What follows belongs to an exercise in optimizing a design on an open flow for small area, a short achievable clock period and few clock cycles per item; a production flow would make more cautious choices.
The RTL was checked by simulation tests, not by an equivalence proof against the original design.
Power is estimated from default activity; no workload was simulated.

## spiral
module spiral #(
  parameter DATA_WIDTH = 8,
  parameter R_WIDTH  = 3,
  parameter C_WIDTH  = 3
)
(
  input  logic                  clk,
  input  logic                  rstn,
  input  logic [R_WIDTH-1:0]    row,  
  input  logic [C_WIDTH-1:0]    col,  
  input  logic [DATA_WIDTH-1:0] data_in,
  input  logic                  data_in_valid,
  output logic                  data_in_rdy,
  output logic [DATA_WIDTH-1:0] data_out,
  output logic                  data_out_valid,
  input  logic                  data_out_rdy
);
  localparam int N = 7;
  localparam logic [N-1:0] LO = 7'b0000001;    
  localparam logic [N-1:0] HI = 7'b1000000;    
  function automatic logic [N-1:0] rev(input logic [N-1:0] x);
    for (int k = 0; k < N; k++) rev[k] = x[N-1-k];
  endfunction
  function automatic logic [N-1:0] dec1(input logic [2:0] x);
    dec1 = '0;
    for (int k = 0; k < N; k++) if (x == 3'(k + 1)) dec1[k] = 1'b1;
  endfunction
  logic [DATA_WIDTH-1:0] mem [0:N-1][0:N-1];
  logic [N*N-1:0]        full;
  function automatic logic full_at(input logic [N-1:0] r, input logic [N-1:0] c,
                                   input logic [N*N-1:0] f);
    logic [N-1:0] hit;
    for (int i = 0; i < N; i++) hit[i] = r[i] && |(f[i*N +: N] & c);
    full_at = |hit;
  endfunction
  function automatic logic same(input logic [N-1:0] r0, input logic [N-1:0] c0,
                                input logic [N-1:0] r1, input logic [N-1:0] c1);
    same = |(r0 & r1) && |(c0 & c1);
  endfunction
  logic [N-1:0] wrow, wcol;
  logic         wo;
  logic         wfire, w_eor, w_eom, first_w;
  logic         up;             
  assign wfire   = data_in_valid && data_in_rdy;
  logic eor_q, lr_q;
  assign first_w = wo ? (wrow[N-1] && wcol[N-1]) : (wrow[0] && wcol[0]);
  assign w_eor   = first_w ? (col == 3'd1) : eor_q;
  assign w_eom   = w_eor && (first_w ? (row == 3'd1) : lr_q);
  logic [N-1:0] a_col, b_row, b_col, c_rc;
  assign a_col = wo ? (wcol >> 1) : (wcol << 1);
  assign b_row = wo ? (wrow >> 1) : (wrow << 1);
  logic a_eor, b_lr;        
  assign a_eor = |((wo ? rev(a_col) : a_col) & dec1(col));
  assign b_lr  = |((wo ? rev(b_row) : b_row) & dec1(row));
  assign b_col = wo ? HI : LO;
  assign c_rc  = wo ? LO : HI;
  localparam logic [1:0] D_R = 2'd0, D_D = 2'd1, D_L = 2'd2, D_U = 2'd3;
  ...
Size: roughly 28 I/O pins, roughly 21000 um^2 of cells after synthesis.
Settings: LEC_CHECK=0, CAP_MARGIN=20, CORE_MARGIN=2, CORE_UTILIZATION=65, SETUP_SLACK_MARGIN=4.5, SLEW_MARGIN=20; clock period 7.0 ns.
run.sh (not shown) runs the stock make flow with config.mk's settings and CLKGATE_MAP_FILE= SYNTH_SCRIPT=/design/flow/synth_recipe.tcl, a recipe that flattens the netlist after the stock synthesis.
Testbench counts at the start, summed over its fixed seeds: cycles 9,515, items 8,134.
Next try:
--- a/flow/config.mk
+++ b/flow/config.mk
@@ -10 +10 @@
-export CORE_UTILIZATION = 65
+export CORE_UTILIZATION = 50
Outcome:
- flip-flop and latch count does not change
- clock-buffer cell count rose by 11
- setup slack loses 0.025 ns
- die area came out higher by 29%
- cell count is higher by 4.2%

* * *

run 1:
Another version of the RTL of spiral (not shown whole).
Size: roughly 1500 cells after synthesis, about 510 flip-flops, roughly 28 I/O pins.
Design spiral, start of the top module:
module spiral #(
  parameter DATA_WIDTH = 8,
  parameter R_WIDTH  = 3,
  parameter C_WIDTH  = 3
)
(
  input  logic                  clk,
  input  logic                  rstn,
  input  logic [R_WIDTH-1:0]    row,  
  input  logic [C_WIDTH-1:0]    col,  
  input  logic [DATA_WIDTH-1:0] data_in,
  input  logic                  data_in_valid,
  output logic                  data_in_rdy,
  output logic [DATA_WIDTH-1:0] data_out,
  output logic                  data_out_valid,
  input  logic                  data_out_rdy
);
export LEC_CHECK = 0
export CAP_MARGIN = 20
export CORE_MARGIN = 2
export CORE_UTILIZATION = 50
export CTS_CLUSTER_DIAMETER = 80
export CTS_CLUSTER_SIZE = 20
export SETUP_SLACK_MARGIN = 4.5
export SLEW_MARGIN = 20
create_clock -name core_clock -period 7.0 [get_ports {clk}]
standard.sh (not shown) runs the stock make flow with config.mk's settings and CLKGATE_MAP_FILE= SYNTH_SCRIPT=/design/flow/synth_recipe.tcl, a recipe that flattens the netlist after the stock synthesis.
==> flow/flow/run.sh <==
#!/bin/bash
# The standard layout (standard synthesis and ORFS steps), except that
# clock tree synthesis is told not to add dummy load cells for balancing.
set -euo pipefail
export CTS_ARGS="-sink_clustering_enable -repair_clock_nets -dont_use_dummy_load -sink_clustering_size 20 -sink_clustering_max_diameter 80"
bash standard.sh > standard.log 2>&1
Run 1 reached the final stage; the timing, design-rule and antenna checks on its layout passed.
Testbench counts of run 1, summed over its fixed seeds: cycles 9,408, items 8,134.
What run 2 does differently from run 1 at the input level:
- a change of CTS_CLUSTER_SIZE from 20 to 25
==> flow/run.sh (new file) <==
#!/bin/bash
# synth_recipe.tcl (not shown) runs the flow's synth.tcl, then flattens the netlist and writes it again
# the make line also repeats each setting of config.mk as NAME=value (left out here)
make -C /OpenROAD-flow-scripts/flow DESIGN_CONFIG=/design/flow/config.mk WORK_HOME=/design/flow/orfs CLKGATE_MAP_FILE= SYNTH_SCRIPT=/design/flow/synth_recipe.tcl finish
removed: flow/flow/run.sh
removed: flow/standard.sh
Notes after the runs:
Compared with run 1, in run 2 net switching component of the power higher; power higher; final standard cell area without fillers roughly the same. Taking run 1 as the reference, in run 2 total wire length now sits lower, maximum single-stage delay on the critical path now sits lower, data-path buffer share of cell area in the final layout went down 0.86 points, via count shows a reduction of 157, area of combinational cells with multiple inputs closely matched the old numbers. Compared with run 1, in run 2 number of antenna violations at the first check in global routing moved down; number of standard cells in the final layout excluding fillers increased about 0.34%. Run 2 | status: complete | timing, DRC, antenna: pass.
Input changes introduced in run 3 (baseline for comparison: run 2):
- CORE_UTILIZATION now 60, was 50
- CTS_CLUSTER_SIZE now 30, was 25
- CTS_CLUSTER_DIAMETER now 90, was 80
Run 3: sum of routed wire segments on met1 is 2.2 mm lower than what run 2 reported.
Run 3: met3 layer usage reported by global route is 0.57 points higher than what run 2 reported.
Between run 2 and run 3, required arrival time at the worst endpoint decreased.
[run 3] standby leakage power fell about 0.7% relative to run 2
Highest fanout seen on the critical path (lower): run 3
In run 3, the worst setup slack came out 29 ps above the value in run 2.
NOTE non-clock buffer count run 2->run 3 increased by more than 10%
Edits applied to the flow inputs when going from run 3 to run 4:
- CORE_UTILIZATION: 60 -> 50
- In the metrics for run 3 and run 4, the one carrying the higher post-place instance area is run 4.
- From run 3 to run 4 the numbers moved as follows: combined area of all synthesized cells closely matched the old numbers, share of the cycle needed by the critical path after routing decreased by 0.45 points relative to the old numbers.
- Higher wire length among run 3 and run 4: run 4
- The share of total power consumed by net switching reported for run 4 is greater than that of run 3 by 0.16 points.

[port drivers added, routing unchanged]
The flow's constraints put no driver on any port. The routed layouts listed below were extracted and timed again, unchanged, in two steps. Step 1: set_driving_cell puts a clkbuf_16 on clk and a buf_2 on each other input, an assumption about the parent block. Step 2 moves the port delays by t, midway between the first and last clock arrival at a register: inputs arrive t later, outputs are due t later. That takes back most of the time a late clock gives input paths. Three values: ideal ports, drivers, drivers and shift; two values: the first two.
run | shift t [ns] | setup WS [ns] | worst setup path at the end | worst data-port slew with drivers (ns) | pins driven straight from the clock port
the first run of note 1 | 0.613 | 4.358 / 4.358 / 3.915 | input to register | 0.05 | 1
the second run of note 1 | 0.656 | 4.333 / 4.333 / 3.850 | input to register | 0.05 | 1
run 1 | 0.637 | 4.359 / 4.326 / 3.861 | input to register | 0.04 | 1
run 2 | 0.645 | 4.330 / 4.327 / 3.764 | input to register | 0.04 | 1
run 3 | 0.619 | 4.359 / 4.305 / 3.981 | input to register | 0.03 | 1
run 4 | 0.629 | 4.390 / 4.334 / 3.909 | input to register | 0.05 | 1
After both steps every run listed still meets setup and hold. The setup slack of run 2, which loses most, moves by -0.003 ns with the drivers and by -0.566 ns with both steps.
